Context: an optimization exercise on an open-source flow, tuned for small area. The choices shown serve that exercise and are no tape-out recipe. The RTL was checked by simulation tests, not by an equivalence proof against the original design. Power figures rest on the tool's default switching activity, not on a simulated workload.

==> flow/design.v (outline; a module is shown in full before it is edited, if it fits) <==
// module vga640x480: 846 lines
// module bossBattleTop: 281 lines
module bossBattleTop(clk, btnRst, btnLeft, btnRight, btnShoot,
	seg, an, vgaRed, vgaGreen, vgaBlue, Hsync, Vsync
    );
  // ...
==> flow/run.sh <==
#!/bin/bash
# synth_recipe.tcl (not shown) runs the flow's synth.tcl, then flattens the netlist and writes it again
# the make line also repeats each setting of config.mk as NAME=value (left out here)
make -C /OpenROAD-flow-scripts/flow DESIGN_CONFIG=/design/flow/config.mk WORK_HOME=/design/flow/orfs CLKGATE_MAP_FILE= SYNTH_SCRIPT=/design/flow/synth_recipe.tcl finish
==> flow/config.mk <==
export PLATFORM = sky130hd
export DESIGN_NAME = bossBattleTop
export DESIGN_NICKNAME = bossBattleTop
export VERILOG_FILES = /design/flow/design.v
export SDC_FILE = /design/flow/constraint.sdc
export NUM_CORES = 4
export LEC_CHECK = 0
export CAP_MARGIN = 20
export CORE_MARGIN = 2
export CORE_UTILIZATION = 40
export SLEW_MARGIN = 20
==> flow/constraint.sdc <==
create_clock -name core_clock -period 10.0 [get_ports {clk}]
set_input_delay 2.0000 -clock core_clock [delete_from_list [all_inputs] [get_ports {clk}]]
set_output_delay 2.0000 -clock core_clock [all_outputs]
set_load 0.01 [all_outputs]
==> reports/qor.yml, run 1 <==
reg2regPathDepth: 18
synth_xor_area_share_pct: 6.90
cp.required_ns: 8.00
status: "finished clean"
yosysTopAreaCell: "dfxtp_1"
switching_power_uw: 598
power_frac_comb_pct: 17.3
min_path_type: "reg2reg"
yosys.area_share.simple_pct: 26.2
final_util_pct: 43.3
drc: 0
syn-num-nets: 2496
synth-edff-count: 54
post-route-min-period_ns: 7.11
synth_top_family_by_area: "simple AND/OR/NAND/NOR gates"
seqPwrFrac_pct: 43.4
irDropWorstVdd_uv: 120
grt_pass1_wl_mm: 90.5
post-route-period-util_pct: 71.1
clockPowerShare_pct: 39.4
ys_types: 104
wl_per_cell_microns: 19.7
powerClk_uw: 723
seq_power_uw: 796
crit_family: "compound AO/OA/AOI/OAI gates"
seq_share_pct: 21.5
via_per_inst: 6.08
reg_top3: "itimer x18, vgaController.hc x10, vgaController.vc x10"
fin_tns_setup_ns: 0
io_buffers: 25
h-tree-depth: 4
max_stage_delay_ns: 0.68
hold_depth: 0
fin_area_sq_mm: 0.0191
grt_max_degree: 52
cap_violations: 0
ys_warn_count: 2
dp.cells: 2840
core_sq_mm: 0.0441
cts_tree: "built"
grt_usage_pct: 24.1
insertedDiodeCount: 0
p_sw_share_pct: 32.6
grt_pass1_vias: 16383
largest_reg_flops: 18
==> module vga640x480, before the edit <==
module vga640x480(
	input wire clk,
	input wire dclk_en,		 
	input wire rst,			 
	input wire display_player,
	input wire indicate1,
	input wire indicate2,
	input wire [4:0] bossHPk,	 
	input wire [2:0] bossState,	 
	input wire [5:1] bossAlive,	 
	input wire [8:0] bossProjY,	 
	input wire [5:0] playerJ,	 
	input wire [9:0] playerX,
	input wire [5:0] pq1, pq2, pq3,	 
	input wire [8:0] py1, py2, py3,	 
	input wire [1:0] gameState,
	output wire hsync,
	output wire vsync,
	output reg [2:0] red,
	output reg [2:0] green,
	output reg [1:0] blue
	);
parameter hpixels = 800;
parameter vlines = 521;
parameter hpulse = 96;
parameter vpulse = 2;
parameter vbp = 31;
parameter vfp = 511;
parameter bossHP_Y = 56;
parameter bossHP_H = 40;
parameter bossHP_X = 144 + 50;
parameter PX_PER_BLOCK = 15;
parameter EYE_PX_PER_BLOCK = 10;
parameter VICTORY_Y = 233;
parameter VICTORY_X = 179;
parameter GAMEOVER_X = 314;
parameter GAMEOVER_Y = 189;
parameter LEFT_EYE_X = 334;
parameter LEFT_EYE_Y = 151;
parameter RIGHT_EYE_X = 264+230;
parameter RIGHT_EYE_Y = 151;
parameter INDIC_W = 10;
parameter INDIC_H = 15;
parameter INDIC_Y = 231;
parameter INDIC1_1X = 254;
parameter INDIC1_2X = 664;
parameter INDIC2_1X = 144 + 30;
parameter INDIC2_2X = 464;
parameter INDIC2_3X = 783 - 30;
parameter bossX = 264;
parameter bossY = 121;
parameter bossW = 400;
parameter bossH = 110;
reg [9:0] hc;
reg [9:0] vc;
reg [5:0] gq;
reg [3:0] gr;
wire hend = hc == hpixels - 1;
always @(posedge clk)
begin
	if (rst == 1)
	begin
		hc <= 0;
		vc <= 0;
		gq <= 1;
		gr <= 9;
	end
	else if (dclk_en)
	begin
		if (!hend)
		begin
			hc <= hc + 1;
			if (gr == 14) begin
				gr <= 0;
				gq <= gq + 1;
			end
			else
				gr <= gr + 1;
		end
		else
		begin
			hc <= 0;
			gq <= 1;
			gr <= 9;
			if (vc < vlines - 1)
				vc <= vc + 1;
			else
				vc <= 0;
		end
	end
end
assign hsync = (hc < hpulse) ? 0:1;
assign vsync = (vc < vpulse) ? 0:1;
function GEc(input [10:0] x, input [10:0] c);
	integer i;
	reg r;
	begin
		r = 1'b1;
		for (i = 0; i < 11; i = i + 1)
			r = c[i] ? (x[i] & r) : (x[i] | r);
		GEc = r;
	end
endfunction
function LEc(input [10:0] x, input [10:0] c);
	integer i;
	reg r;
	begin
		r = 1'b1;
		for (i = 0; i < 11; i = i + 1)
			r = c[i] ? (~x[i] | r) : (~x[i] & r);
		LEc = r;
	end
endfunction
wire [10:0] dv = {1'b0, vc} - {2'b0, bossProjY};		 
wire [10:0] ds = {1'b0, hc} - {2'b0, bossProjY};		 
wire [10:0] dt = {1'b0, hc} + {2'b0, bossProjY};		 
reg bvy;
reg [5:1] bcol;
always @(*) begin
	bvy = LEc(dv, 25);
	bcol = 0;
	case (bossState)
		3'd2, 3'd4: bcol = {GEc(hc, 654) && LEc(hc, 674), GEc(hc, 554) && LEc(hc, 574), GEc(hc, 454) && LEc(hc, 474),
			GEc(hc, 354) && LEc(hc, 374), GEc(hc, 254) && LEc(hc, 274)};
		3'd3, 3'd5: bcol = {1'b0, GEc(hc, 604) && LEc(hc, 624), GEc(hc, 504) && LEc(hc, 524),
			GEc(hc, 404) && LEc(hc, 424), GEc(hc, 304) && LEc(hc, 324)};
		3'd6: begin
			bcol = {3'b0, GEc(hc, 614) && LEc(hc, 714), GEc(hc, 214) && LEc(hc, 314)};
			bvy = LEc(dv, 280);
		end
		3'd7: begin
			bcol = {2'b0, GEc(hc, 683) && LEc(hc, 783), GEc(hc, 414) && LEc(hc, 514), GEc(hc, 144) && LEc(hc, 244)};
			bvy = LEc(dv, 280);
		end
		3'd1: begin
			bcol = {1'b0, GEc(dt, 685) && LEc(dt, 705), GEc(ds, 223) && LEc(ds, 243), GEc(dt, 915) && LEc(dt, 935), GEc(ds, 13) && LEc(ds, 33)};
			bvy = LEc(dv, 20);
		end
		default: ;
	endcase
end
wire bossProjDraw = bvy && |(bcol & bossAlive);
wire [5:0] dq = gq - playerJ;
wire playerDraw = display_player && GEc(vc, 450) && LEc(vc, 480) &&
	((dq == 0 && gr >= 8) || dq == 1 || (dq == 2 && gr <= 8));
wire [9:0] dv1 = vc - py1;
wire [9:0] dv2 = vc - py2;
wire [9:0] dv3 = vc - py3;
wire pcol = gr <= 10;
wire pd1 = pcol && gq == pq1 && GEc(py1, 31) && LEc(dv1, 10);
wire pd2 = pcol && gq == pq2 && GEc(py2, 31) && LEc(dv2, 10);
wire pd3 = pcol && gq == pq3 && GEc(py3, 31) && LEc(dv3, 10);
wire [9:0] bossHP = {bossHPk, 4'b0} + {bossHPk, 2'b0};
always @(*)
begin
	red = 3'b000;
	green = 3'b000;
	blue = 2'b00;
	if (GEc(vc, vbp) && LEc(vc, (vfp) - 1))
	begin
		if (gameState == 2'b00) begin
			if (GEc(vc, LEFT_EYE_Y + (2*EYE_PX_PER_BLOCK)) && LEc(vc, LEFT_EYE_Y + (4*EYE_PX_PER_BLOCK)) &&
				GEc(hc, LEFT_EYE_X + (5*EYE_PX_PER_BLOCK)) && LEc(hc, LEFT_EYE_X + (7*EYE_PX_PER_BLOCK)))
			begin
				red = 3'b000;
				green = 3'b000;
				blue = 2'b00;
			end
			else if (GEc(vc, LEFT_EYE_Y + EYE_PX_PER_BLOCK) && LEc(vc, LEFT_EYE_Y + (2*EYE_PX_PER_BLOCK)) &&
				GEc(hc, LEFT_EYE_X + (5*EYE_PX_PER_BLOCK)) && LEc(hc, LEFT_EYE_X + (6*EYE_PX_PER_BLOCK)))
			begin
				red = 3'b000;
				green = 3'b000;
				blue = 2'b00;
			end
			else if (GEc(vc, LEFT_EYE_Y) && LEc(vc, LEFT_EYE_Y + EYE_PX_PER_BLOCK) &&
				GEc(hc, LEFT_EYE_X) && LEc(hc, LEFT_EYE_X + (3*EYE_PX_PER_BLOCK)))
			begin
				red = 3'b111;
				green = 3'b111;
				blue = 2'b11;
			end
			else if (GEc(vc, LEFT_EYE_Y + EYE_PX_PER_BLOCK) && LEc(vc, LEFT_EYE_Y + (2*EYE_PX_PER_BLOCK)) &&
				GEc(hc, LEFT_EYE_X + EYE_PX_PER_BLOCK) && LEc(hc, LEFT_EYE_X + (6*EYE_PX_PER_BLOCK)))
			begin
				red = 3'b111;
				green = 3'b111;
				blue = 2'b11;
			end
			else if (GEc(vc, LEFT_EYE_Y + (2*EYE_PX_PER_BLOCK)) && LEc(vc, LEFT_EYE_Y + (3*EYE_PX_PER_BLOCK)) &&
				GEc(hc, LEFT_EYE_X + EYE_PX_PER_BLOCK) && LEc(hc, LEFT_EYE_X + (9*EYE_PX_PER_BLOCK)))
			begin
				red = 3'b111;
				green = 3'b111;
				blue = 2'b11;
			end
			else if (GEc(vc, LEFT_EYE_Y + (3*EYE_PX_PER_BLOCK)) && LEc(vc, LEFT_EYE_Y + (4*EYE_PX_PER_BLOCK)) &&
				GEc(hc, LEFT_EYE_X + (2*EYE_PX_PER_BLOCK)) && LEc(hc, LEFT_EYE_X + (9*EYE_PX_PER_BLOCK)))
			begin
				red = 3'b111;
				green = 3'b111;
				blue = 2'b11;
			end
			else if (GEc(vc, LEFT_EYE_Y + (4*EYE_PX_PER_BLOCK)) && LEc(vc, LEFT_EYE_Y + (5*EYE_PX_PER_BLOCK)) &&
				GEc(hc, LEFT_EYE_X + (3*EYE_PX_PER_BLOCK)) && LEc(hc, LEFT_EYE_X + (9*EYE_PX_PER_BLOCK)))
			begin
				red = 3'b111;
				green = 3'b111;
				blue = 2'b11;
			end
			else if (GEc(vc, LEFT_EYE_Y + (5*EYE_PX_PER_BLOCK)) && LEc(vc, LEFT_EYE_Y + (6*EYE_PX_PER_BLOCK)) &&
				GEc(hc, LEFT_EYE_X + (4*EYE_PX_PER_BLOCK)) && LEc(hc, LEFT_EYE_X + (8*EYE_PX_PER_BLOCK)))
			begin
				red = 3'b111;
				green = 3'b111;
				blue = 2'b11;
			end
			else if (GEc(vc, LEFT_EYE_Y - (2*EYE_PX_PER_BLOCK)) && LEc(vc, LEFT_EYE_Y - EYE_PX_PER_BLOCK) &&
				GEc(hc, LEFT_EYE_X + (3*EYE_PX_PER_BLOCK)) && LEc(hc, LEFT_EYE_X + (6*EYE_PX_PER_BLOCK)))
			begin
				red = 3'b000;
				green = 3'b000;
				blue = 2'b00;
			end
			else if (GEc(vc, LEFT_EYE_Y - EYE_PX_PER_BLOCK) && LEc(vc, LEFT_EYE_Y) &&
				GEc(hc, LEFT_EYE_X + (5*EYE_PX_PER_BLOCK)) && LEc(hc, LEFT_EYE_X + (8*EYE_PX_PER_BLOCK)))
			begin
				red = 3'b000;
				green = 3'b000;
				blue = 2'b00;
			end
			else if (GEc(vc, LEFT_EYE_Y) && LEc(vc, LEFT_EYE_Y + EYE_PX_PER_BLOCK) &&
				GEc(hc, LEFT_EYE_X + (7*EYE_PX_PER_BLOCK)) && LEc(hc, LEFT_EYE_X + (10*EYE_PX_PER_BLOCK)))
			begin
				red = 3'b000;
				green = 3'b000;
				blue = 2'b00;
			end
			else if (GEc(vc, RIGHT_EYE_Y + (2*EYE_PX_PER_BLOCK)) && LEc(vc, RIGHT_EYE_Y + (4*EYE_PX_PER_BLOCK)) &&
				GEc(hc, RIGHT_EYE_X + (2*EYE_PX_PER_BLOCK)) && LEc(hc, RIGHT_EYE_X + (4*EYE_PX_PER_BLOCK)))
			begin
				red = 3'b000;
				green = 3'b000;
				blue = 2'b00;
			end
			else if (GEc(vc, RIGHT_EYE_Y + EYE_PX_PER_BLOCK) && LEc(vc, RIGHT_EYE_Y + (2*EYE_PX_PER_BLOCK)) &&
				GEc(hc, RIGHT_EYE_X + (3*EYE_PX_PER_BLOCK)) && LEc(hc, RIGHT_EYE_X + (4*EYE_PX_PER_BLOCK)))
			begin
				red = 3'b000;
				green = 3'b000;
				blue = 2'b00;
			end
			else if (GEc(vc, RIGHT_EYE_Y) && LEc(vc, RIGHT_EYE_Y + EYE_PX_PER_BLOCK) &&
				GEc(hc, RIGHT_EYE_X + (6*EYE_PX_PER_BLOCK)) && LEc(hc, RIGHT_EYE_X + (9*EYE_PX_PER_BLOCK)))
			begin
				red = 3'b111;
				green = 3'b111;
				blue = 2'b11;
			end
			else if (GEc(vc, RIGHT_EYE_Y + EYE_PX_PER_BLOCK) && LEc(vc, RIGHT_EYE_Y + (2*EYE_PX_PER_BLOCK)) &&
				GEc(hc, RIGHT_EYE_X + (3*EYE_PX_PER_BLOCK)) && LEc(hc, RIGHT_EYE_X + (8*EYE_PX_PER_BLOCK)))
			begin
				red = 3'b111;
				green = 3'b111;
				blue = 2'b11;
			end
			else if (GEc(vc, RIGHT_EYE_Y + (2*EYE_PX_PER_BLOCK)) && LEc(vc, RIGHT_EYE_Y + (3*EYE_PX_PER_BLOCK)) &&
				GEc(hc, RIGHT_EYE_X) && LEc(hc, RIGHT_EYE_X + (8*EYE_PX_PER_BLOCK)))
			begin
				red = 3'b111;
				green = 3'b111;
				blue = 2'b11;
			end
			else if (GEc(vc, RIGHT_EYE_Y + (3*EYE_PX_PER_BLOCK)) && LEc(vc, RIGHT_EYE_Y + (4*EYE_PX_PER_BLOCK)) &&
				GEc(hc, RIGHT_EYE_X) && LEc(hc, RIGHT_EYE_X + (7*EYE_PX_PER_BLOCK)))
			begin
				red = 3'b111;
				green = 3'b111;
				blue = 2'b11;
			end
			else if (GEc(vc, RIGHT_EYE_Y + (4*EYE_PX_PER_BLOCK)) && LEc(vc, RIGHT_EYE_Y + (5*EYE_PX_PER_BLOCK)) &&
				GEc(hc, RIGHT_EYE_X) && LEc(hc, RIGHT_EYE_X + (6*EYE_PX_PER_BLOCK)))
			begin
				red = 3'b111;
				green = 3'b111;
				blue = 2'b11;
			end
			else if (GEc(vc, RIGHT_EYE_Y + (5*EYE_PX_PER_BLOCK)) && LEc(vc, RIGHT_EYE_Y + (6*EYE_PX_PER_BLOCK)) &&
				GEc(hc, RIGHT_EYE_X + EYE_PX_PER_BLOCK) && LEc(hc, RIGHT_EYE_X + (5*EYE_PX_PER_BLOCK)))
			begin
				red = 3'b111;
				green = 3'b111;
				blue = 2'b11;
			end
			else if (GEc(vc, RIGHT_EYE_Y - (2*EYE_PX_PER_BLOCK)) && LEc(vc, RIGHT_EYE_Y - EYE_PX_PER_BLOCK) &&
				GEc(hc, RIGHT_EYE_X + (3*EYE_PX_PER_BLOCK)) && LEc(hc, RIGHT_EYE_X + (6*EYE_PX_PER_BLOCK)))
			begin
				red = 3'b000;
				green = 3'b000;
				blue = 2'b00;
			end
			else if (GEc(vc, RIGHT_EYE_Y - EYE_PX_PER_BLOCK) && LEc(vc, RIGHT_EYE_Y) &&
				GEc(hc, RIGHT_EYE_X + EYE_PX_PER_BLOCK) && LEc(hc, RIGHT_EYE_X + (4*EYE_PX_PER_BLOCK)))
			begin
				red = 3'b000;
				green = 3'b000;
				blue = 2'b00;
			end
			else if (GEc(vc, RIGHT_EYE_Y) && LEc(vc, RIGHT_EYE_Y + EYE_PX_PER_BLOCK) &&
				GEc(hc, RIGHT_EYE_X - EYE_PX_PER_BLOCK) && LEc(hc, RIGHT_EYE_X + (2*EYE_PX_PER_BLOCK)))
			begin
				red = 3'b000;
				green = 3'b000;
				blue = 2'b00;
			end
			else if (GEc(vc, bossY) && LEc(vc, bossY + bossH) &&
				GEc(hc, bossX) && LEc(hc, bossX + bossW))
			begin
				red = 3'b111;
				green = 3'b000;
				blue = 2'b00;
			end
			else if (GEc(vc, bossHP_Y) && LEc(vc, (bossHP_Y + bossHP_H)) &&
				GEc(hc, bossHP_X) && LEc(hc, (bossHP_X + bossHP)))
			begin
				if (GEc(bossHPk, (18) + 1)) begin
					red = 3'b000;
					green = 3'b111;
					blue = 2'b00;
				end
				else if (GEc(bossHPk, (9) + 1)) begin
					red = 3'b111;
					green = 3'b111;
					blue = 2'b00;
				end
				else begin
					red = 3'b111;
					green = 3'b000;
					blue = 2'b00;
				end
			end
			else if (indicate1 && GEc(vc, INDIC_Y) && LEc(vc, INDIC_Y + INDIC_H) &&
					((GEc(hc, INDIC1_1X) && LEc(hc, INDIC1_1X + INDIC_W)) ||
					(GEc(hc, INDIC1_2X) && LEc(hc, INDIC1_2X + INDIC_W))))
			begin
				red = 3'b111;
				green = 3'b111;
				blue = 2'b00;
			end
			else if (indicate2 && GEc(vc, INDIC_Y) && LEc(vc, INDIC_Y + INDIC_H) &&
					((GEc(hc, INDIC2_1X) && LEc(hc, INDIC2_1X + INDIC_W)) ||
					(GEc(hc, INDIC2_2X) && LEc(hc, INDIC2_2X + INDIC_W)) ||
					(GEc(hc, INDIC2_3X) && LEc(hc, INDIC2_3X + INDIC_W))))
			begin
				red = 3'b111;
				green = 3'b111;
				blue = 2'b00;
			end
			else if (bossProjDraw)
			begin
				red = 3'b111;
				green = 3'b000;
				blue = 2'b11;
			end
			else if (playerDraw)
			begin
				red = 3'b000;
				green = 3'b000;
				blue = 2'b11;
			end
			else if (pd1 || pd2 || pd3)
			begin
				red = 3'b000;
				green = 3'b111;
				blue = 2'b11;
			end
			else
			begin
				red = 0;
				green = 0;
				blue = 0;
			end
		end
		else if (gameState == 2'b01) begin
			if (GEc(vc, VICTORY_Y) && LEc(vc, VICTORY_Y + (3*PX_PER_BLOCK)) &&
				(GEc(gq, 14) || (gq == 13 && GEc(gr, 8))) && (LEc(gq, 13) || (gq == 14 && LEc(gr, 8))))
			begin
				red = 3'b000;
				green = 3'b111;
				blue = 2'b00;
			end
			else if (GEc(vc, VICTORY_Y) && LEc(vc, VICTORY_Y + (3*PX_PER_BLOCK)) &&
				(GEc(gq, 18) || (gq == 17 && GEc(gr, 8))) && (LEc(gq, 17) || (gq == 18 && LEc(gr, 8))))
			begin
				red = 3'b000;
				green = 3'b111;
				blue = 2'b00;
			end
			else if (GEc(vc, VICTORY_Y + (3*PX_PER_BLOCK)) && LEc(vc, VICTORY_Y + (4*PX_PER_BLOCK)) &&
				(((GEc(gq, 15) || (gq == 14 && GEc(gr, 8))) && (LEc(gq, 14) || (gq == 15 && LEc(gr, 8)))) ||
				((GEc(gq, 17) || (gq == 16 && GEc(gr, 8))) && (LEc(gq, 16) || (gq == 17 && LEc(gr, 8))))))
			begin
				red = 3'b000;
				green = 3'b111;
				blue = 2'b00;
			end
			else if (GEc(vc, VICTORY_Y + (4*PX_PER_BLOCK)) && LEc(vc, VICTORY_Y + (5*PX_PER_BLOCK)) &&
				(GEc(gq, 16) || (gq == 15 && GEc(gr, 8))) && (LEc(gq, 15) || (gq == 16 && LEc(gr, 8))))
			begin
				red = 3'b000;
				green = 3'b111;
				blue = 2'b00;
			end
			else if (GEc(vc, VICTORY_Y) && LEc(vc, VICTORY_Y + (5*PX_PER_BLOCK)) &&
				(GEc(gq, 20) || (gq == 19 && GEc(gr, 8))) && (LEc(gq, 19) || (gq == 20 && LEc(gr, 8))))
			begin
				red = 3'b000;
				green = 3'b111;
				blue = 2'b00;
			end
			else if (GEc(vc, VICTORY_Y) && LEc(vc, VICTORY_Y + PX_PER_BLOCK) &&
				(GEc(gq, 22) || (gq == 21 && GEc(gr, 8))) && (LEc(gq, 24) || (gq == 25 && LEc(gr, 8))))
			begin
				red = 3'b000;
				green = 3'b111;
				blue = 2'b00;
			end
			else if (GEc(vc, VICTORY_Y) && LEc(vc, VICTORY_Y + (5*PX_PER_BLOCK)) &&
				(GEc(gq, 22) || (gq == 21 && GEc(gr, 8))) && (LEc(gq, 21) || (gq == 22 && LEc(gr, 8))))
			begin
				red = 3'b000;
				green = 3'b111;
				blue = 2'b00;
			end
			else if (GEc(vc, VICTORY_Y + (4*PX_PER_BLOCK)) && LEc(vc, VICTORY_Y + (5*PX_PER_BLOCK)) &&
				(GEc(gq, 22) || (gq == 21 && GEc(gr, 8))) && (LEc(gq, 24) || (gq == 25 && LEc(gr, 8))))
			begin
				red = 3'b000;
				green = 3'b111;
				blue = 2'b00;
			end
			else if (GEc(vc, VICTORY_Y) && LEc(vc, VICTORY_Y + PX_PER_BLOCK) &&
				(GEc(gq, 27) || (gq == 26 && GEc(gr, 8))) && (LEc(gq, 30) || (gq == 31 && LEc(gr, 8))))
			begin
				red = 3'b000;
				green = 3'b111;
				blue = 2'b00;
			end
			else if (GEc(vc, VICTORY_Y) && LEc(vc, VICTORY_Y + (5*PX_PER_BLOCK)) &&
				(GEc(gq, 29) || (gq == 28 && GEc(gr, 8))) && (LEc(gq, 28) || (gq == 29 && LEc(gr, 8))))
			begin
				red = 3'b000;
				green = 3'b111;
				blue = 2'b00;
			end
			else if (GEc(vc, VICTORY_Y) && LEc(vc, VICTORY_Y + PX_PER_BLOCK) &&
				(GEc(gq, 34) || (gq == 33 && GEc(gr, 8))) && (LEc(gq, 34) || (gq == 35 && LEc(gr, 8))))
			begin
				red = 3'b000;
				green = 3'b111;
				blue = 2'b00;
			end
			else if (GEc(vc, VICTORY_Y + PX_PER_BLOCK) && LEc(vc, VICTORY_Y + (4*PX_PER_BLOCK)) &&
				(GEc(gq, 33) || (gq == 32 && GEc(gr, 8))) && (LEc(gq, 32) || (gq == 33 && LEc(gr, 8))))
			begin
				red = 3'b000;
				green = 3'b111;
				blue = 2'b00;
			end
			else if (GEc(vc, VICTORY_Y + PX_PER_BLOCK) && LEc(vc, VICTORY_Y + (4*PX_PER_BLOCK)) &&
				(GEc(gq, 36) || (gq == 35 && GEc(gr, 8))) && (LEc(gq, 35) || (gq == 36 && LEc(gr, 8))))
			begin
				red = 3'b000;
				green = 3'b111;
				blue = 2'b00;
			end
			else if (GEc(vc, VICTORY_Y + (4*PX_PER_BLOCK)) && LEc(vc, VICTORY_Y + (5*PX_PER_BLOCK)) &&
				(GEc(gq, 34) || (gq == 33 && GEc(gr, 8))) && (LEc(gq, 34) || (gq == 35 && LEc(gr, 8))))
			begin
				red = 3'b000;
				green = 3'b111;
				blue = 2'b00;
			end
			else if (GEc(vc, VICTORY_Y) && LEc(vc, VICTORY_Y + PX_PER_BLOCK) &&
				(GEc(gq, 38) || (gq == 37 && GEc(gr, 8))) && (LEc(gq, 39) || (gq == 40 && LEc(gr, 8))))
			begin
				red = 3'b000;
				green = 3'b111;
				blue = 2'b00;
			end
			else if (GEc(vc, VICTORY_Y) && LEc(vc, VICTORY_Y + (5*PX_PER_BLOCK)) &&
				(GEc(gq, 38) || (gq == 37 && GEc(gr, 8))) && (LEc(gq, 37) || (gq == 38 && LEc(gr, 8))))
			begin
				red = 3'b000;
				green = 3'b111;
				blue = 2'b00;
			end
			else if (GEc(vc, VICTORY_Y + (2*PX_PER_BLOCK)) && LEc(vc, VICTORY_Y + (3*PX_PER_BLOCK)) &&
				(GEc(gq, 38) || (gq == 37 && GEc(gr, 8))) && (LEc(gq, 40) || (gq == 41 && LEc(gr, 8))))
			begin
				red = 3'b000;
				green = 3'b111;
				blue = 2'b00;
			end
			else if (GEc(vc, VICTORY_Y + PX_PER_BLOCK) && LEc(vc, VICTORY_Y + (2*PX_PER_BLOCK)) &&
				(GEc(gq, 41) || (gq == 40 && GEc(gr, 8))) && (LEc(gq, 40) || (gq == 41 && LEc(gr, 8))))
			begin
				red = 3'b000;
				green = 3'b111;
				blue = 2'b00;
			end
			else if (GEc(vc, VICTORY_Y + (3*PX_PER_BLOCK)) && LEc(vc, VICTORY_Y + (4*PX_PER_BLOCK)) &&
				(GEc(gq, 40) || (gq == 39 && GEc(gr, 8))) && (LEc(gq, 39) || (gq == 40 && LEc(gr, 8))))
			begin
				red = 3'b000;
				green = 3'b111;
				blue = 2'b00;
			end
			else if (GEc(vc, VICTORY_Y + (4*PX_PER_BLOCK)) && LEc(vc, VICTORY_Y + (5*PX_PER_BLOCK)) &&
				(GEc(gq, 41) || (gq == 40 && GEc(gr, 8))) && (LEc(gq, 40) || (gq == 41 && LEc(gr, 8))))
			begin
				red = 3'b000;
				green = 3'b111;
				blue = 2'b00;
			end
			else if (GEc(vc, VICTORY_Y) && LEc(vc, VICTORY_Y + PX_PER_BLOCK) &&
				(((GEc(gq, 43) || (gq == 42 && GEc(gr, 8))) && (LEc(gq, 42) || (gq == 43 && LEc(gr, 8)))) ||
				((GEc(gq, 47) || (gq == 46 && GEc(gr, 8))) && (LEc(gq, 46) || (gq == 47 && LEc(gr, 8))))))
			begin
				red = 3'b000;
				green = 3'b111;
				blue = 2'b00;
			end
			else if (GEc(vc, VICTORY_Y + PX_PER_BLOCK) && LEc(vc, VICTORY_Y + (2*PX_PER_BLOCK)) &&
				(((GEc(gq, 44) || (gq == 43 && GEc(gr, 8))) && (LEc(gq, 43) || (gq == 44 && LEc(gr, 8)))) ||
				((GEc(gq, 46) || (gq == 45 && GEc(gr, 8))) && (LEc(gq, 45) || (gq == 46 && LEc(gr, 8))))))
			begin
				red = 3'b000;
				green = 3'b111;
				blue = 2'b00;
			end
			else if (GEc(vc, VICTORY_Y + (2*PX_PER_BLOCK)) && LEc(vc, VICTORY_Y + (5*PX_PER_BLOCK)) &&
				(GEc(gq, 45) || (gq == 44 && GEc(gr, 8))) && (LEc(gq, 44) || (gq == 45 && LEc(gr, 8))))
			begin
				red = 3'b000;
				green = 3'b111;
				blue = 2'b00;
			end
			else if (GEc(vc, VICTORY_Y) && LEc(vc, VICTORY_Y + (3*PX_PER_BLOCK)) &&
				(GEc(gq, 49) || (gq == 48 && GEc(gr, 8))) && (LEc(gq, 48) || (gq == 49 && LEc(gr, 8))))
			begin
				red = 3'b000;
				green = 3'b111;
				blue = 2'b00;
			end
            else if (GEc(vc, VICTORY_Y + (4*PX_PER_BLOCK)) && LEc(vc, VICTORY_Y + (5*PX_PER_BLOCK)) &&
                (GEc(gq, 49) || (gq == 48 && GEc(gr, 8))) && (LEc(gq, 48) || (gq == 49 && LEc(gr, 8))))
            begin
                red = 3'b000;
                green = 3'b111;
                blue = 2'b00;
            end
			else
			begin
				red = 0;
				green = 0;
				blue = 0;
			end
		end
		else if (gameState == 2'b10)
		begin
			if (GEc(vc, GAMEOVER_Y) && LEc(vc, GAMEOVER_Y + PX_PER_BLOCK) &&
				(GEc(gq, 24) || (gq == 23 && GEc(gr, 8))) && (LEc(gq, 25) || (gq == 26 && LEc(gr, 8))))
			begin
				red = 3'b111;
				green = 3'b111;
				blue = 2'b11;
			end
			else if (GEc(vc, GAMEOVER_Y + PX_PER_BLOCK) && LEc(vc, GAMEOVER_Y + (4*PX_PER_BLOCK)) &&
				(GEc(gq, 23) || (gq == 22 && GEc(gr, 8))) && (LEc(gq, 22) || (gq == 23 && LEc(gr, 8))))
			begin
				red = 3'b111;
				green = 3'b111;
				blue = 2'b11;
			end
			else if (GEc(vc, GAMEOVER_Y + (4*PX_PER_BLOCK)) && LEc(vc, GAMEOVER_Y + (5*PX_PER_BLOCK)) &&
				(GEc(gq, 24) || (gq == 23 && GEc(gr, 8))) && (LEc(gq, 25) || (gq == 26 && LEc(gr, 8))))
			begin
				red = 3'b111;
				green = 3'b111;
				blue = 2'b11;
			end
			else if (GEc(vc, GAMEOVER_Y + (2*PX_PER_BLOCK)) && LEc(vc, GAMEOVER_Y + (5*PX_PER_BLOCK)) &&
				(GEc(gq, 26) || (gq == 25 && GEc(gr, 8))) && (LEc(gq, 25) || (gq == 26 && LEc(gr, 8))))
			begin
				red = 3'b111;
				green = 3'b111;
				blue = 2'b11;
			end
			else if (GEc(vc, GAMEOVER_Y + (2*PX_PER_BLOCK)) && LEc(vc, GAMEOVER_Y + (3*PX_PER_BLOCK)) &&
				(GEc(gq, 25) || (gq == 24 && GEc(gr, 8))) && (LEc(gq, 24) || (gq == 25 && LEc(gr, 8))))
			begin
				red = 3'b111;
				green = 3'b111;
				blue = 2'b11;
			end
			else if (GEc(vc, GAMEOVER_Y) && LEc(vc, GAMEOVER_Y + PX_PER_BLOCK) &&
				(GEc(gq, 29) || (gq == 28 && GEc(gr, 8))) && (LEc(gq, 29) || (gq == 30 && LEc(gr, 8))))
			begin
				red = 3'b111;
				green = 3'b111;
				blue = 2'b11;
			end
			else if (GEc(vc, GAMEOVER_Y + PX_PER_BLOCK) && LEc(vc, GAMEOVER_Y + (5*PX_PER_BLOCK)) &&
				(GEc(gq, 28) || (gq == 27 && GEc(gr, 8))) && (LEc(gq, 27) || (gq == 28 && LEc(gr, 8))))
			begin
				red = 3'b111;
				green = 3'b111;
				blue = 2'b11;
			end
			else if (GEc(vc, GAMEOVER_Y + PX_PER_BLOCK) && LEc(vc, GAMEOVER_Y + (5*PX_PER_BLOCK)) &&
				(GEc(gq, 31) || (gq == 30 && GEc(gr, 8))) && (LEc(gq, 30) || (gq == 31 && LEc(gr, 8))))
			begin
				red = 3'b111;
				green = 3'b111;
				blue = 2'b11;
			end
			else if (GEc(vc, GAMEOVER_Y + (2*PX_PER_BLOCK)) && LEc(vc, GAMEOVER_Y + (3*PX_PER_BLOCK)) &&
				(GEc(gq, 29) || (gq == 28 && GEc(gr, 8))) && (LEc(gq, 29) || (gq == 30 && LEc(gr, 8))))
			begin
				red = 3'b111;
				green = 3'b111;
				blue = 2'b11;
			end
			else if (GEc(vc, GAMEOVER_Y) && LEc(vc, GAMEOVER_Y + (5*PX_PER_BLOCK)) &&
				(GEc(gq, 33) || (gq == 32 && GEc(gr, 8))) && (LEc(gq, 32) || (gq == 33 && LEc(gr, 8))))
			begin
				red = 3'b111;
				green = 3'b111;
				blue = 2'b11;
			end
			else if (GEc(vc, GAMEOVER_Y + PX_PER_BLOCK) && LEc(vc, GAMEOVER_Y + (2*PX_PER_BLOCK)) &&
				(GEc(gq, 34) || (gq == 33 && GEc(gr, 8))) && (LEc(gq, 33) || (gq == 34 && LEc(gr, 8))))
			begin
				red = 3'b111;
				green = 3'b111;
				blue = 2'b11;
			end
			else if (GEc(vc, GAMEOVER_Y + (2*PX_PER_BLOCK)) && LEc(vc, GAMEOVER_Y + (3*PX_PER_BLOCK)) &&
				(GEc(gq, 35) || (gq == 34 && GEc(gr, 8))) && (LEc(gq, 34) || (gq == 35 && LEc(gr, 8))))
			begin
				red = 3'b111;
				green = 3'b111;
				blue = 2'b11;
			end
			else if (GEc(vc, GAMEOVER_Y + PX_PER_BLOCK) && LEc(vc, GAMEOVER_Y + (2*PX_PER_BLOCK)) &&
				(GEc(gq, 36) || (gq == 35 && GEc(gr, 8))) && (LEc(gq, 35) || (gq == 36 && LEc(gr, 8))))
			begin
				red = 3'b111;
				green = 3'b111;
				blue = 2'b11;
			end
			else if (GEc(vc, GAMEOVER_Y) && LEc(vc, GAMEOVER_Y + (5*PX_PER_BLOCK)) &&
				(GEc(gq, 37) || (gq == 36 && GEc(gr, 8))) && (LEc(gq, 36) || (gq == 37 && LEc(gr, 8))))
			begin
				red = 3'b111;
				green = 3'b111;
				blue = 2'b11;
			end
			else if (GEc(vc, GAMEOVER_Y) && LEc(vc, GAMEOVER_Y + PX_PER_BLOCK) &&
				(GEc(gq, 40) || (gq == 39 && GEc(gr, 8))) && (LEc(gq, 41) || (gq == 42 && LEc(gr, 8))))
			begin
				red = 3'b111;
				green = 3'b111;
				blue = 2'b11;
			end
			else if (GEc(vc, GAMEOVER_Y + (2*PX_PER_BLOCK)) && LEc(vc, GAMEOVER_Y + (3*PX_PER_BLOCK)) &&
				(GEc(gq, 40) || (gq == 39 && GEc(gr, 8))) && (LEc(gq, 40) || (gq == 41 && LEc(gr, 8))))
			begin
				red = 3'b111;
				green = 3'b111;
				blue = 2'b11;
			end
			else if (GEc(vc, GAMEOVER_Y + (4*PX_PER_BLOCK)) && LEc(vc, GAMEOVER_Y + (5*PX_PER_BLOCK)) &&
				(GEc(gq, 40) || (gq == 39 && GEc(gr, 8))) && (LEc(gq, 41) || (gq == 42 && LEc(gr, 8))))
			begin
				red = 3'b111;
				green = 3'b111;
				blue = 2'b11;
			end
			else if (GEc(vc, GAMEOVER_Y) && LEc(vc, GAMEOVER_Y + (5*PX_PER_BLOCK)) &&
				(GEc(gq, 39) || (gq == 38 && GEc(gr, 8))) && (LEc(gq, 38) || (gq == 39 && LEc(gr, 8))))
			begin
				red = 3'b111;
				green = 3'b111;
				blue = 2'b11;
			end
			else if (GEc(vc, GAMEOVER_Y + (6*PX_PER_BLOCK)) && LEc(vc, GAMEOVER_Y + (7*PX_PER_BLOCK)) &&
				(GEc(gq, 24) || (gq == 23 && GEc(gr, 8))) && (LEc(gq, 24) || (gq == 25 && LEc(gr, 8))))
			begin
				red = 3'b111;
				green = 3'b111;
				blue = 2'b11;
			end
			else if (GEc(vc, GAMEOVER_Y + (7*PX_PER_BLOCK)) && LEc(vc, GAMEOVER_Y + (10*PX_PER_BLOCK)) &&
				(GEc(gq, 23) || (gq == 22 && GEc(gr, 8))) && (LEc(gq, 22) || (gq == 23 && LEc(gr, 8))))
			begin
				red = 3'b111;
				green = 3'b111;
				blue = 2'b11;
			end
			else if (GEc(vc, GAMEOVER_Y + (7*PX_PER_BLOCK)) && LEc(vc, GAMEOVER_Y + (10*PX_PER_BLOCK)) &&
				(GEc(gq, 26) || (gq == 25 && GEc(gr, 8))) && (LEc(gq, 25) || (gq == 26 && LEc(gr, 8))))
			begin
				red = 3'b111;
				green = 3'b111;
				blue = 2'b11;
			end
			else if (GEc(vc, GAMEOVER_Y + (10*PX_PER_BLOCK)) && LEc(vc, GAMEOVER_Y + (11*PX_PER_BLOCK)) &&
				(GEc(gq, 24) || (gq == 23 && GEc(gr, 8))) && (LEc(gq, 24) || (gq == 25 && LEc(gr, 8))))
			begin
				red = 3'b111;
				green = 3'b111;
				blue = 2'b11;
			end
			else if (GEc(vc, GAMEOVER_Y + (6*PX_PER_BLOCK)) && LEc(vc, GAMEOVER_Y + (9*PX_PER_BLOCK)) &&
				(GEc(gq, 28) || (gq == 27 && GEc(gr, 8))) && (LEc(gq, 27) || (gq == 28 && LEc(gr, 8))))
			begin
				red = 3'b111;
				green = 3'b111;
				blue = 2'b11;
			end
			else if (GEc(vc, GAMEOVER_Y + (6*PX_PER_BLOCK)) && LEc(vc, GAMEOVER_Y + (9*PX_PER_BLOCK)) &&
				(GEc(gq, 32) || (gq == 31 && GEc(gr, 8))) && (LEc(gq, 31) || (gq == 32 && LEc(gr, 8))))
			begin
				red = 3'b111;
				green = 3'b111;
				blue = 2'b11;
			end
			else if (GEc(vc, GAMEOVER_Y + (9*PX_PER_BLOCK)) && LEc(vc, GAMEOVER_Y + (10*PX_PER_BLOCK)) &&
				(GEc(gq, 29) || (gq == 28 && GEc(gr, 8))) && (LEc(gq, 28) || (gq == 29 && LEc(gr, 8))))
			begin
				red = 3'b111;
				green = 3'b111;
				blue = 2'b11;
			end
			else if (GEc(vc, GAMEOVER_Y + (10*PX_PER_BLOCK)) && LEc(vc, GAMEOVER_Y + (11*PX_PER_BLOCK)) &&
				(GEc(gq, 30) || (gq == 29 && GEc(gr, 8))) && (LEc(gq, 29) || (gq == 30 && LEc(gr, 8))))
			begin
				red = 3'b111;
				green = 3'b111;
				blue = 2'b11;
			end
			else if (GEc(vc, GAMEOVER_Y + (9*PX_PER_BLOCK)) && LEc(vc, GAMEOVER_Y + (10*PX_PER_BLOCK)) &&
				(GEc(gq, 31) || (gq == 30 && GEc(gr, 8))) && (LEc(gq, 30) || (gq == 31 && LEc(gr, 8))))
			begin
				red = 3'b111;
				green = 3'b111;
				blue = 2'b11;
			end
			else if (GEc(vc, GAMEOVER_Y + (6*PX_PER_BLOCK)) && LEc(vc, GAMEOVER_Y + (11*PX_PER_BLOCK)) &&
				(GEc(gq, 34) || (gq == 33 && GEc(gr, 8))) && (LEc(gq, 33) || (gq == 34 && LEc(gr, 8))))
			begin
				red = 3'b111;
				green = 3'b111;
				blue = 2'b11;
			end
			else if (GEc(vc, GAMEOVER_Y + (6*PX_PER_BLOCK)) && LEc(vc, GAMEOVER_Y + (7*PX_PER_BLOCK)) &&
				(GEc(gq, 35) || (gq == 34 && GEc(gr, 8))) && (LEc(gq, 36) || (gq == 37 && LEc(gr, 8))))
			begin
				red = 3'b111;
				green = 3'b111;
				blue = 2'b11;
			end
			else if (GEc(vc, GAMEOVER_Y + (8*PX_PER_BLOCK)) && LEc(vc, GAMEOVER_Y + (9*PX_PER_BLOCK)) &&
				(GEc(gq, 35) || (gq == 34 && GEc(gr, 8))) && (LEc(gq, 35) || (gq == 36 && LEc(gr, 8))))
			begin
				red = 3'b111;
				green = 3'b111;
				blue = 2'b11;
			end
			else if (GEc(vc, GAMEOVER_Y + (10*PX_PER_BLOCK)) && LEc(vc, GAMEOVER_Y + (11*PX_PER_BLOCK)) &&
				(GEc(gq, 35) || (gq == 34 && GEc(gr, 8))) && (LEc(gq, 36) || (gq == 37 && LEc(gr, 8))))
			begin
				red = 3'b111;
				green = 3'b111;
				blue = 2'b11;
			end
			else if (GEc(vc, GAMEOVER_Y + (6*PX_PER_BLOCK)) && LEc(vc, GAMEOVER_Y + (11*PX_PER_BLOCK)) &&
				(GEc(gq, 39) || (gq == 38 && GEc(gr, 8))) && (LEc(gq, 38) || (gq == 39 && LEc(gr, 8))))
			begin
				red = 3'b111;
				green = 3'b111;
				blue = 2'b11;
			end
			else if (GEc(vc, GAMEOVER_Y + (6*PX_PER_BLOCK)) && LEc(vc, GAMEOVER_Y + (7*PX_PER_BLOCK)) &&
				(GEc(gq, 40) || (gq == 39 && GEc(gr, 8))) && (LEc(gq, 40) || (gq == 41 && LEc(gr, 8))))
			begin
				red = 3'b111;
				green = 3'b111;
				blue = 2'b11;
			end
			else if (GEc(vc, GAMEOVER_Y + (8*PX_PER_BLOCK)) && LEc(vc, GAMEOVER_Y + (9*PX_PER_BLOCK)) &&
				(GEc(gq, 40) || (gq == 39 && GEc(gr, 8))) && (LEc(gq, 41) || (gq == 42 && LEc(gr, 8))))
			begin
				red = 3'b111;
				green = 3'b111;
				blue = 2'b11;
			end
			else if (GEc(vc, GAMEOVER_Y + (7*PX_PER_BLOCK)) && LEc(vc, GAMEOVER_Y + (8*PX_PER_BLOCK)) &&
				(GEc(gq, 42) || (gq == 41 && GEc(gr, 8))) && (LEc(gq, 41) || (gq == 42 && LEc(gr, 8))))
			begin
				red = 3'b111;
				green = 3'b111;
				blue = 2'b11;
			end
			else if (GEc(vc, GAMEOVER_Y + (9*PX_PER_BLOCK)) && LEc(vc, GAMEOVER_Y + (10*PX_PER_BLOCK)) &&
				(GEc(gq, 41) || (gq == 40 && GEc(gr, 8))) && (LEc(gq, 40) || (gq == 41 && LEc(gr, 8))))
			begin
				red = 3'b111;
				green = 3'b111;
				blue = 2'b11;
			end
			else if (GEc(vc, GAMEOVER_Y + (10*PX_PER_BLOCK)) && LEc(vc, GAMEOVER_Y + (11*PX_PER_BLOCK)) &&
				(GEc(gq, 42) || (gq == 41 && GEc(gr, 8))) && (LEc(gq, 41) || (gq == 42 && LEc(gr, 8))))
			begin
				red = 3'b111;
				green = 3'b111;
				blue = 2'b11;
			end
			else
			begin
				red = 0;
				green = 0;
				blue = 0;
			end
		end
	end
	else
	begin
		red = 0;
		green = 0;
		blue = 0;
	end
end
endmodule
==> run 2, diff against run 1 <==
--- a/flow/design.v
+++ b/flow/design.v
@@ -51,52 +51,96 @@
 parameter bossX = 264;
 parameter bossY = 121;
 parameter bossW = 400;
 parameter bossH = 110;
 reg [9:0] hc;
 reg [9:0] vc;
 reg [5:0] gq;
 reg [3:0] gr;
-wire hend = hc == hpixels - 1;
+wire hend = GEc(hc, hpixels - 1);
 always @(posedge clk)
 begin
 	if (rst == 1)
 	begin
 		hc <= 0;
 		vc <= 0;
 		gq <= 1;
 		gr <= 9;
 	end
 	else if (dclk_en)
 	begin
 		if (!hend)
 		begin
-			hc <= hc + 1;
+			hc <= INCr(hc);
 			if (gr == 14) begin
 				gr <= 0;
-				gq <= gq + 1;
+				gq <= INCr(gq);
 			end
 			else
-				gr <= gr + 1;
+				gr <= INCr(gr);
 		end
 		else
 		begin
 			hc <= 0;
 			gq <= 1;
 			gr <= 9;
-			if (vc < vlines - 1)
-				vc <= vc + 1;
+			if (LEc(vc, vlines - 2))
+				vc <= INCr(vc);
 			else
 				vc <= 0;
 		end
 	end
 end
-assign hsync = (hc < hpulse) ? 0:1;
-assign vsync = (vc < vpulse) ? 0:1;
+assign hsync = GEc(hc, hpulse);
+assign vsync = GEc(vc, vpulse);
+function [10:0] ADDr(input [10:0] a, input [10:0] b);
+	integer i;
+	reg c;
+	begin
+		c = 1'b0;
+		for (i = 0; i < 11; i = i + 1) begin
+			ADDr[i] = a[i] ^ b[i] ^ c;
+			c = (a[i] & b[i]) | (c & (a[i] ^ b[i]));
+		end
+	end
+endfunction
+function [10:0] SUBr(input [10:0] a, input [10:0] b);
+	integer i;
+	reg c;
+	begin
+		c = 1'b1;
+		for (i = 0; i < 11; i = i + 1) begin
+			SUBr[i] = a[i] ^ ~b[i] ^ c;
+			c = (a[i] & ~b[i]) | (c & (a[i] ^ ~b[i]));
+		end
+	end
+endfunction
+function [10:0] INCr(input [10:0] a);
+	integer i;
+	reg c;
+	begin
+		c = 1'b1;
+		for (i = 0; i < 11; i = i + 1) begin
+			INCr[i] = a[i] ^ c;
+			c = c & a[i];
+		end
+	end
+endfunction
+function [10:0] DECr(input [10:0] a);
+	integer i;
+	reg c;
+	begin
+		c = 1'b1;
+		for (i = 0; i < 11; i = i + 1) begin
+			DECr[i] = a[i] ^ c;
+			c = c & ~a[i];
+		end
+	end
+endfunction
 function GEc(input [10:0] x, input [10:0] c);
 	integer i;
 	reg r;
 	begin
 		r = 1'b1;
 		for (i = 0; i < 11; i = i + 1)
 			r = c[i] ? (x[i] & r) : (x[i] | r);
 		GEc = r;
@@ -107,19 +151,19 @@
 	reg r;
 	begin
 		r = 1'b1;
 		for (i = 0; i < 11; i = i + 1)
 			r = c[i] ? (~x[i] | r) : (~x[i] & r);
 		LEc = r;
 	end
 endfunction
-wire [10:0] dv = {1'b0, vc} - {2'b0, bossProjY};		 
-wire [10:0] ds = {1'b0, hc} - {2'b0, bossProjY};		 
-wire [10:0] dt = {1'b0, hc} + {2'b0, bossProjY};		 
+wire [10:0] dv = SUBr(vc, bossProjY);		 
+wire [10:0] ds = SUBr(hc, bossProjY);		 
+wire [10:0] dt = ADDr(hc, bossProjY);		 
 reg bvy;
 reg [5:1] bcol;
 always @(*) begin
 	bvy = LEc(dv, 25);
 	bcol = 0;
 	case (bossState)
 		3'd2, 3'd4: bcol = {GEc(hc, 654) && LEc(hc, 674), GEc(hc, 554) && LEc(hc, 574), GEc(hc, 454) && LEc(hc, 474),
 			GEc(hc, 354) && LEc(hc, 374), GEc(hc, 254) && LEc(hc, 274)};
@@ -136,27 +180,27 @@
 		3'd1: begin
 			bcol = {1'b0, GEc(dt, 685) && LEc(dt, 705), GEc(ds, 223) && LEc(ds, 243), GEc(dt, 915) && LEc(dt, 935), GEc(ds, 13) && LEc(ds, 33)};
 			bvy = LEc(dv, 20);
 		end
 		default: ;
 	endcase
 end
 wire bossProjDraw = bvy && |(bcol & bossAlive);
-wire [5:0] dq = gq - playerJ;
+wire [5:0] dq = SUBr(gq, playerJ);
 wire playerDraw = display_player && GEc(vc, 450) && LEc(vc, 480) &&
-	((dq == 0 && gr >= 8) || dq == 1 || (dq == 2 && gr <= 8));
-wire [9:0] dv1 = vc - py1;
-wire [9:0] dv2 = vc - py2;
-wire [9:0] dv3 = vc - py3;
-wire pcol = gr <= 10;
+	((dq == 0 && GEc(gr, 8)) || dq == 1 || (dq == 2 && LEc(gr, 8)));
+wire [9:0] dv1 = SUBr(vc, py1);
+wire [9:0] dv2 = SUBr(vc, py2);
+wire [9:0] dv3 = SUBr(vc, py3);
+wire pcol = LEc(gr, 10);
 wire pd1 = pcol && gq == pq1 && GEc(py1, 31) && LEc(dv1, 10);
 wire pd2 = pcol && gq == pq2 && GEc(py2, 31) && LEc(dv2, 10);
 wire pd3 = pcol && gq == pq3 && GEc(py3, 31) && LEc(dv3, 10);
-wire [9:0] bossHP = {bossHPk, 4'b0} + {bossHPk, 2'b0};
+wire [9:0] bossHPend = ADDr(ADDr({bossHPk, 4'b0}, {bossHPk, 2'b0}), bossHP_X);
 always @(*)
 begin
 	red = 3'b000;
 	green = 3'b000;
 	blue = 2'b00;
 	if (GEc(vc, vbp) && LEc(vc, (vfp) - 1))
 	begin
 		if (gameState == 2'b00) begin
@@ -317,17 +361,17 @@
 			else if (GEc(vc, bossY) && LEc(vc, bossY + bossH) &&
 				GEc(hc, bossX) && LEc(hc, bossX + bossW))
 			begin
 				red = 3'b111;
 				green = 3'b000;
 				blue = 2'b00;
 			end
 			else if (GEc(vc, bossHP_Y) && LEc(vc, (bossHP_Y + bossHP_H)) &&
-				GEc(hc, bossHP_X) && LEc(hc, (bossHP_X + bossHP)))
+				GEc(hc, bossHP_X) && LEc(hc, bossHPend))
 			begin
 				if (GEc(bossHPk, (18) + 1)) begin
 					red = 3'b000;
 					green = 3'b111;
 					blue = 2'b00;
 				end
 				else if (GEc(bossHPk, (9) + 1)) begin
 					red = 3'b111;
@@ -850,16 +894,80 @@
 	seg, an, vgaRed, vgaGreen, vgaBlue, Hsync, Vsync
     );
 	input clk, btnRst, btnLeft, btnRight, btnShoot;
 	output reg [7:0] seg;
 	output [3:0] an;
 	output [2:0] vgaRed, vgaGreen;
 	output [1:0] vgaBlue;
 	output Hsync, Vsync;
+	function [10:0] ADDr(input [10:0] a, input [10:0] b);
+		integer i;
+		reg c;
+		begin
+			c = 1'b0;
+			for (i = 0; i < 11; i = i + 1) begin
+				ADDr[i] = a[i] ^ b[i] ^ c;
+				c = (a[i] & b[i]) | (c & (a[i] ^ b[i]));
+			end
+		end
+	endfunction
+	function [10:0] SUBr(input [10:0] a, input [10:0] b);
+		integer i;
+		reg c;
+		begin
+			c = 1'b1;
+			for (i = 0; i < 11; i = i + 1) begin
+				SUBr[i] = a[i] ^ ~b[i] ^ c;
+				c = (a[i] & ~b[i]) | (c & (a[i] ^ ~b[i]));
+			end
+		end
+	endfunction
+	function [10:0] INCr(input [10:0] a);
+		integer i;
+		reg c;
+		begin
+			c = 1'b1;
+			for (i = 0; i < 11; i = i + 1) begin
+				INCr[i] = a[i] ^ c;
+				c = c & a[i];
+			end
+		end
+	endfunction
+	function [10:0] DECr(input [10:0] a);
+		integer i;
+		reg c;
+		begin
+			c = 1'b1;
+			for (i = 0; i < 11; i = i + 1) begin
+				DECr[i] = a[i] ^ c;
+				c = c & ~a[i];
+			end
+		end
+	endfunction
+	function GEc(input [10:0] x, input [10:0] c);
+		integer i;
+		reg r;
+		begin
+			r = 1'b1;
+			for (i = 0; i < 11; i = i + 1)
+				r = c[i] ? (x[i] & r) : (x[i] | r);
+			GEc = r;
+		end
+	endfunction
+	function LEc(input [10:0] x, input [10:0] c);
+		integer i;
+		reg r;
+		begin
+			r = 1'b1;
+			for (i = 0; i < 11; i = i + 1)
+				r = c[i] ? (~x[i] | r) : (~x[i] & r);
+			LEc = r;
+		end
+	endfunction
 	reg [1:0] arst_ff;
 	wire rst = arst_ff[0];
 	always @ (posedge clk or posedge btnRst)
 		if (btnRst)
 			arst_ff <= 2'b11;
 		else
 			arst_ff <= {1'b0, arst_ff[1]};
 	reg first;
@@ -874,27 +982,27 @@
 	wire c4end = c4 == 2'd3;
 	wire aend = c4end && a == 7'd124;
 	wire b30end = aend && b30 == 5'd29;
 	always @(posedge clk) begin
 		if (rst) begin
 			c4 <= 0; a <= 0; b4 <= 0; b30 <= 0; d <= 0; e <= 0;
 		end
 		else begin
-			c4 <= c4 + 1'b1;
+			c4 <= INCr(c4);
 			if (c4end) begin
-				a <= (a == 7'd124) ? 7'd0 : a + 1'b1;
-				e <= e + 1'b1;
+				a <= (a == 7'd124) ? 7'd0 : INCr(a);
+				e <= INCr(e);
 			end
 			if (aend) begin
-				b4 <= b4 + 1'b1;
-				b30 <= (b30 == 5'd29) ? 5'd0 : b30 + 1'b1;
+				b4 <= INCr(b4);
+				b30 <= (b30 == 5'd29) ? 5'd0 : INCr(b30);
 			end
 			if (b30end)
-				d <= (d == 5'd19) ? 5'd0 : d + 1'b1;
+				d <= (d == 5'd19) ? 5'd0 : INCr(d);
 		end
 	end
 	wire c0 = c4 == 2'd0;
 	wire t500 = c0 && a == 7'd0;				 
 	wire pulse_playerProj = t500 && !first;			 
 	wire pulse_bossProj = c0 && (					 
 		(b4 == 2'd0 && (a == 7'd0 || a == 7'd100)) ||
 		(b4 == 2'd1 && a == 7'd75) ||
@@ -935,26 +1043,26 @@
 		end
 		else begin
 			if (immune) begin
 				itimer <= {itimer[16:0], itimer[17] ^ itimer[10]};
 				if (itimer == 18'h08d32)
 					immune <= 0;
 			end
 			else if (playerHit && playerHP != 0) begin
-				playerHP <= playerHP - 1'b1;
+				playerHP <= DECr(playerHP);
 				itimer <= 18'd1;
 				immune <= 1;
 			end
 			if (mvLeft && pJ != 6'd11)
-				pJ <= pJ - 1'b1;
+				pJ <= DECr(pJ);
 			else if (mvRight && pJ != 6'd51)
-				pJ <= pJ + 1'b1;
+				pJ <= INCr(pJ);
 		end
-	wire [9:0] playerX = {pJ, 4'b0} - pJ - 10'd16;
+	wire [9:0] playerX = SUBr(SUBr({pJ, 4'b0}, pJ), 16);
 	reg display_player;
 	always @(posedge clk)
 		if (immune) begin
 			if (pulse_immune)
 				display_player <= ~display_player;
 		end
 		else
 			display_player <= 1;
@@ -963,45 +1071,45 @@
 	reg bossHit;
 	reg [1:0] bossCollided;
 	always @(posedge clk) begin
 		if (rst) begin
 			pq1 <= 0; pq2 <= 0; pq3 <= 0;
 		end
 		else if (shoot) begin
 			if (pq1 == 0) begin
-				pq1 <= pJ + 1'b1; py1 <= 9'd420;
+				pq1 <= INCr(pJ); py1 <= 9'd420;
 			end
 			else if (pq2 == 0) begin
-				pq2 <= pJ + 1'b1; py2 <= 9'd420;
+				pq2 <= INCr(pJ); py2 <= 9'd420;
 			end
 			else if (pq3 == 0) begin
-				pq3 <= pJ + 1'b1; py3 <= 9'd420;
+				pq3 <= INCr(pJ); py3 <= 9'd420;
 			end
 		end
 		if (pulse_playerProj) begin
-			pq1 <= (pq1 == 0 || py1 <= 9'd30) ? 6'd0 : pq1;
-			pq2 <= (pq2 == 0 || py2 <= 9'd30) ? 6'd0 : pq2;
-			pq3 <= (pq3 == 0 || py3 <= 9'd30) ? 6'd0 : pq3;
-			py1 <= py1 - 1'b1;
-			py2 <= py2 - 1'b1;
-			py3 <= py3 - 1'b1;
+			pq1 <= (pq1 == 0 || LEc(py1, 9'd30)) ? 6'd0 : pq1;
+			pq2 <= (pq2 == 0 || LEc(py2, 9'd30)) ? 6'd0 : pq2;
+			pq3 <= (pq3 == 0 || LEc(py3, 9'd30)) ? 6'd0 : pq3;
+			py1 <= DECr(py1);
+			py2 <= DECr(py2);
+			py3 <= DECr(py3);
 		end
 		if (bossHit) begin
 			case (bossCollided)
 				2'd1: pq1 <= 0;
 				2'd2: pq2 <= 0;
 				2'd3: pq3 <= 0;
 				default: ;
 			endcase
 		end
 	end
-	wire bh1 = py1 < 9'd231 && pq1 >= 6'd19 && pq1 <= 6'd45;
-	wire bh2 = py2 < 9'd231 && pq2 >= 6'd19 && pq2 <= 6'd45;
-	wire bh3 = py3 < 9'd231 && pq3 >= 6'd19 && pq3 <= 6'd45;
+	wire bh1 = LEc(py1, (9'd231) - 1) && GEc(pq1, 6'd19) && LEc(pq1, 6'd45);
+	wire bh2 = LEc(py2, (9'd231) - 1) && GEc(pq2, 6'd19) && LEc(pq2, 6'd45);
+	wire bh3 = LEc(py3, (9'd231) - 1) && GEc(pq3, 6'd19) && LEc(pq3, 6'd45);
 	always @(posedge clk) begin
 		bossHit <= bh1 || bh2 || bh3;
 		bossCollided <= bh1 ? 2'd1 : bh2 ? 2'd2 : 2'd3;
 	end
 	reg [4:0] bossHPk;
 	reg [2:0] bst;
 	reg bwait;
 	reg bossShoot;
@@ -1009,25 +1117,25 @@
 		if (rst) begin
 			bossHPk <= 5'd27;
 			bst <= 0;
 			bwait <= 0;
 			bossShoot <= 0;
 		end
 		else begin
 			if (bossHit)
-				bossHPk <= (bossHPk > 5'd1) ? bossHPk - 1'b1 : 5'd0;
+				bossHPk <= GEc(bossHPk, 2) ? DECr(bossHPk) : 5'd0;
 			bossShoot <= (pulse_cycleStep && (bst == 3'd1 || bst == 3'd2 || bst == 3'd3 || bst == 3'd4 || bst == 3'd7)) ||
 				(bwait && phi150000);
 			if (bwait && phi150000)
 				bwait <= 0;
 			else if (pulse_cycleStep && (bst == 3'd5 || bst == 3'd6))
 				bwait <= 1;
 			if (pulse_cycleStep)
-				bst <= (bst == 3'd7) ? 3'd1 : bst + 1'b1;
+				bst <= (bst == 3'd7) ? 3'd1 : INCr(bst);
 		end
 	wire indicate1 = bwait && bst == 3'd6;
 	wire indicate2 = bwait && bst == 3'd7;
 	wire beamState = bst == 3'd6 || bst == 3'd7;
 	reg [5:1] bossAlive;
 	reg [8:0] bossProjY;
 	reg projHit;
 	reg [2:0] projCollided;
@@ -1039,54 +1147,54 @@
 			case (bst)
 				3'd2, 3'd4: bossAlive <= 5'b11111;
 				3'd6: bossAlive <= 5'b00011;
 				3'd7: bossAlive <= 5'b00111;
 				default: bossAlive <= 5'b01111;
 			endcase
 		end
 		else if (pulse_bossProj && !beamState) begin
-			bossProjY <= bossProjY + 1'b1;
+			bossProjY <= INCr(bossProjY);
 			if (bossProjY == 9'd511)
 				bossAlive <= 0;
 		end
 		else if (projHit && !beamState) begin
 			case (projCollided)
 				3'd1: bossAlive[1] <= 0;
 				3'd2: bossAlive[2] <= 0;
 				3'd3: bossAlive[3] <= 0;
 				3'd4: bossAlive[4] <= 0;
 				3'd5: bossAlive[5] <= 0;
 				default: ;
 			endcase
 		end
-	wire [10:0] cm = {1'b0, playerX} - {2'b0, bossProjY};	 
-	wire [10:0] cp = {1'b0, playerX} + {2'b0, bossProjY};	 
+	wire [10:0] cm = SUBr(playerX, bossProjY);	 
+	wire [10:0] cp = ADDr(playerX, bossProjY);	 
 	reg [5:1] ccol;
 	reg yhit;
 	always @(*) begin
 		ccol = 0;
-		yhit = bossProjY >= 9'd426 && bossProjY <= 9'd486;
+		yhit = GEc(bossProjY, 9'd426) && LEc(bossProjY, 9'd486);
 		case (bst)
-			3'd2, 3'd4: ccol = {pJ >= 43 && pJ <= 45, pJ >= 37 && pJ <= 39, pJ >= 30 && pJ <= 32,
-				pJ >= 23 && pJ <= 25, pJ >= 17 && pJ <= 19};
-			3'd3, 3'd5: ccol = {1'b0, pJ >= 40 && pJ <= 42, pJ >= 33 && pJ <= 35,
-				pJ >= 27 && pJ <= 29, pJ >= 20 && pJ <= 22};
+			3'd2, 3'd4: ccol = {GEc(pJ, 43) && LEc(pJ, 45), GEc(pJ, 37) && LEc(pJ, 39), GEc(pJ, 30) && LEc(pJ, 32),
+				GEc(pJ, 23) && LEc(pJ, 25), GEc(pJ, 17) && LEc(pJ, 19)};
+			3'd3, 3'd5: ccol = {1'b0, GEc(pJ, 40) && LEc(pJ, 42), GEc(pJ, 33) && LEc(pJ, 35),
+				GEc(pJ, 27) && LEc(pJ, 29), GEc(pJ, 20) && LEc(pJ, 22)};
 			3'd6: begin
-				ccol = {3'b0, pJ >= 41 && pJ <= 48, pJ >= 14 && pJ <= 21};
-				yhit = bossProjY >= 9'd171 && bossProjY <= 9'd231;
+				ccol = {3'b0, GEc(pJ, 41) && LEc(pJ, 48), GEc(pJ, 14) && LEc(pJ, 21)};
+				yhit = GEc(bossProjY, 9'd171) && LEc(bossProjY, 9'd231);
 			end
 			3'd7: begin
-				ccol = {2'b0, pJ >= 45 && pJ <= 51, pJ >= 27 && pJ <= 35, pJ >= 11 && pJ <= 17};
-				yhit = bossProjY >= 9'd171 && bossProjY <= 9'd231;
+				ccol = {2'b0, GEc(pJ, 45) && LEc(pJ, 51), GEc(pJ, 27) && LEc(pJ, 35), GEc(pJ, 11) && LEc(pJ, 17)};
+				yhit = GEc(bossProjY, 9'd171) && LEc(bossProjY, 9'd231);
 			end
 			3'd1: begin
-				ccol = {1'b0, cp >= 656 && cp <= 704, cm >= 194 && cm <= 242,
-					cp >= 886 && cp <= 934, cm <= 32 || cm >= 11'h7f0};
-				yhit = bossProjY >= 9'd431 && bossProjY <= 9'd491;
+				ccol = {1'b0, GEc(cp, 656) && LEc(cp, 704), GEc(cm, 194) && LEc(cm, 242),
+					GEc(cp, 886) && LEc(cp, 934), LEc(cm, 32) || GEc(cm, 11'h7f0)};
+				yhit = GEc(bossProjY, 9'd431) && LEc(bossProjY, 9'd491);
 			end
 			default: ;
 		endcase
 	end
 	wire [5:1] ph = (yhit ? ccol : 5'b0) & bossAlive;
 	always @(posedge clk) begin
 		playerHit <= |ph;
 		projHit <= |ph;
@@ -1102,17 +1210,17 @@
 			gameState <= 2'b10;
 		else
 			gameState <= 2'b00;
 	reg [1:0] digit;
 	always @(posedge clk)
 		if (rst)
 			digit <= 0;
 		else if (en_display)
-			digit <= digit + 1'b1;
+			digit <= INCr(digit);
 	assign an = ~(4'b1000 >> digit);
 	always @(*)
 		if (digit != 2'd3)
 			seg = 8'b11111111;
 		else
 			case (playerHP)
 				2'd0: seg = 8'b11000000;
 				2'd1: seg = 8'b11111001;
==> reports/qor.yml, run 2 <==
core_sq_mm: 0.0399  # -9.5%
crit_family: "adder cells"
largest_reg_flops: 18  # unchanged
io_buffers: 25  # unchanged
seqPwrFrac_pct: 46.4  # +3.0 points
ys_warn_count: 2  # unchanged
critPathArrivalTime_ns: 7.37
fin_nets: 2135
final_util_pct: 43.8  # +0.56 points
synth-edff-count: 54  # unchanged
avgSynthCellArea_sq_um: 8.42
reg2regPathDepth: 22  # +4
wl_per_cell_microns: 19.9  # +1.2%
fin_tns_setup_ns: 0  # unchanged
min_path_type: "reg2reg"
power_frac_comb_pct: 12.8  # -4.5 points
reg_top3: "itimer x18, vgaController.hc x10, vgaController.vc x10"
wl_mm: 48.3
status: "finished clean"
grt_pass1_vias: 13981  # -15%
area_growth_pct: 7.72
insertedDiodeCount: 0  # unchanged
p_sw_share_pct: 28.5  # -4.0 points
grt_usage_pct: 23.6  # -0.51 points
post-route-min-period_ns: 9.37  # +2.25 ns
worst_slack_ns: 0.635
cap_violations: 0  # unchanged
max_stage_delay_ns: 0.66  # -0.02 ns
grt_max_degree: 49  # -5.8%
ys_types: 95  # -8.7%
via_per_inst: 5.96  # -2.0%
rr_endpoint: "playerHit"
dp.cells: 2399  # -16%
post-route-period-util_pct: 93.7  # +23 points
hold_depth: 0  # unchanged
yosysTopAreaCell: "dfxtp_1"
worstReg2RegStart: "pJ[0]"
skew_ns: 0.0128
cts_tree: "built"
h-tree-depth: 4  # unchanged
drc: 0  # unchanged
yosys.area.top_type_share_pct: 14.9
switching_power_uw: 485  # -19%
cts-hold-fix-buffers: 0
syn-num-nets: 2171  # -13%
irDropWorstVdd_uv: 110  # -8.3%
clockPowerShare_pct: 40.8  # +1.4 points
rrSetupSlack_ns: 4.02
cp.required_ns: 8.00  # about the same
==> run 2: cell types whose count changed after synthesis, sizes merged, moves of 20 or more <==
cell	before	now
nor2	235	177
nor3	75	34
nor2b	51	31
nand2	186	131
buf	55	29
o21ai	134	84
a21oi	134	112
xor2	50	25
inv	138	181
xnor2	90	22
fa	10	73
==> run 2: area by class of cell <==
type,instances,area [sq um]
Inverter,185,694
Sequential cell,177,4100
Clock buffer,20,462
Clock inverter,12,138
Timing Repair Buffer,51,445
Tap cell,525,657
Fill cell,3951,22400
Multi-Input combinational cell,1461,11000
==> run 2: per-layer routing <==
layer  part of all wire [%]  GRT usage [%]
met1                     46           31.8
met2                     46           38.2
met3                    5.4           4.10
met4                    2.1           7.58
met5                  0.019              0
==> run 2: kinds of logic (layout without fill, tap and decap cells) <==
family | after synthesis | after routing | share of synthesized area [%]
adder cells (fa/ha/maj) | 237 | 237 | 21.6
AND/OR/NAND/NOR | 692 | 692 | 22.4
other | 2 | 2 | 0.0463
XOR/XNOR | 47 | 47 | 2.54
buffers and inverters | 291 | 268 | 7.09
flip-flops | 177 | 177 | 25.2
AO/OA/AOI/OAI | 455 | 455 | 19.3
multiplexers | 28 | 28 | 1.77
==> run 2: worst register-to-register path, cell delays in order, from the launching register on <==
cell and delay [ns]:
dfxtp_1 0.59, inv_1 0.29, ha_1 0.29, ha_1 0.20, ha_1 0.23, fa_1 0.37
inv_1 0.07, fa_1 0.41, ha_1 0.35, fa_1 0.42, fa_1 0.40, fa_1 0.37
inv_1 0.09, fa_1 0.16, inv_1 0.04, ha_1 0.28, or3b_2 0.47, nor4_1 0.19
a221o_1 0.22, nand3_1 0.10, a21oi_1 0.19, nor2_1 0.07, o21ai_0 0.08
==> run 2: how the worst max path moves through the flow <==
stage | end | depth (start not counted)
6_report | vgaGreen[0] | 22
5_1_grt | vgaGreen[0] | 22
4_1_cts | vgaGreen[0] | 22
3_5_place_dp | vgaGreen[0] | 22
3_3_place_gp | vgaGreen[0] | 22
2_1_floorplan | vgaGreen[1] | 23
==> run 2: stage by stage <==
stage          hold slack [ns]  instance area, sq um
3_5_place_dp             0.349                 16900
5_1_grt                  0.361                 17500
3_3_place_gp             0.348                 16900
4_1_cts                  0.360                 17500
6_report                 0.359                 17500
2_1_floorplan            0.345                 16200
==> run 2: power by group through the flow <==
| stage | Combinational (uW) | Sequential, uW | Clock, uW |
|---|---|---|---|
| after detailed placement | 216 | 806 | 0 |
| final | 218 | 789 | 693 |
| after global routing | 245 | 793 | 738 |
| after floorplan | 161 | 792 | 0 |
| after global placement | 212 | 804 | 0 |
| after CTS | 218 | 789 | 711 |

[port drivers added, routing unchanged]
How much do the figures lean on ideal ports? The routed layouts below were timed once more, with nothing changed but the port constraints.
Step 1 assumes that a clkbuf_16 drives the clock port and a buf_2 every other input.
Step 2 times the ports against the registers' clock, not the clock port: input delays grow and output delays shrink by t, the midpoint of the rising clock arrivals with the driver on.
a / b / c = no drivers / after step 1 / after step 2; a / b = the first two.
run	t, ns	slack for setup (ns)	worst hold slack (ns)	worst register clock-pin slew, ns	worst slew at a driven data input, ns
run 1	0.515	2.885 / 2.831 / 3.346	0.360 / 0.360 / 0.360	0.09 / 0.09	0.03
run 2	0.505	0.635 / 0.583 / 1.088	0.359 / 0.359 / 0.359	0.08 / 0.08	0.03
After both steps setup and hold are still met in every run listed.
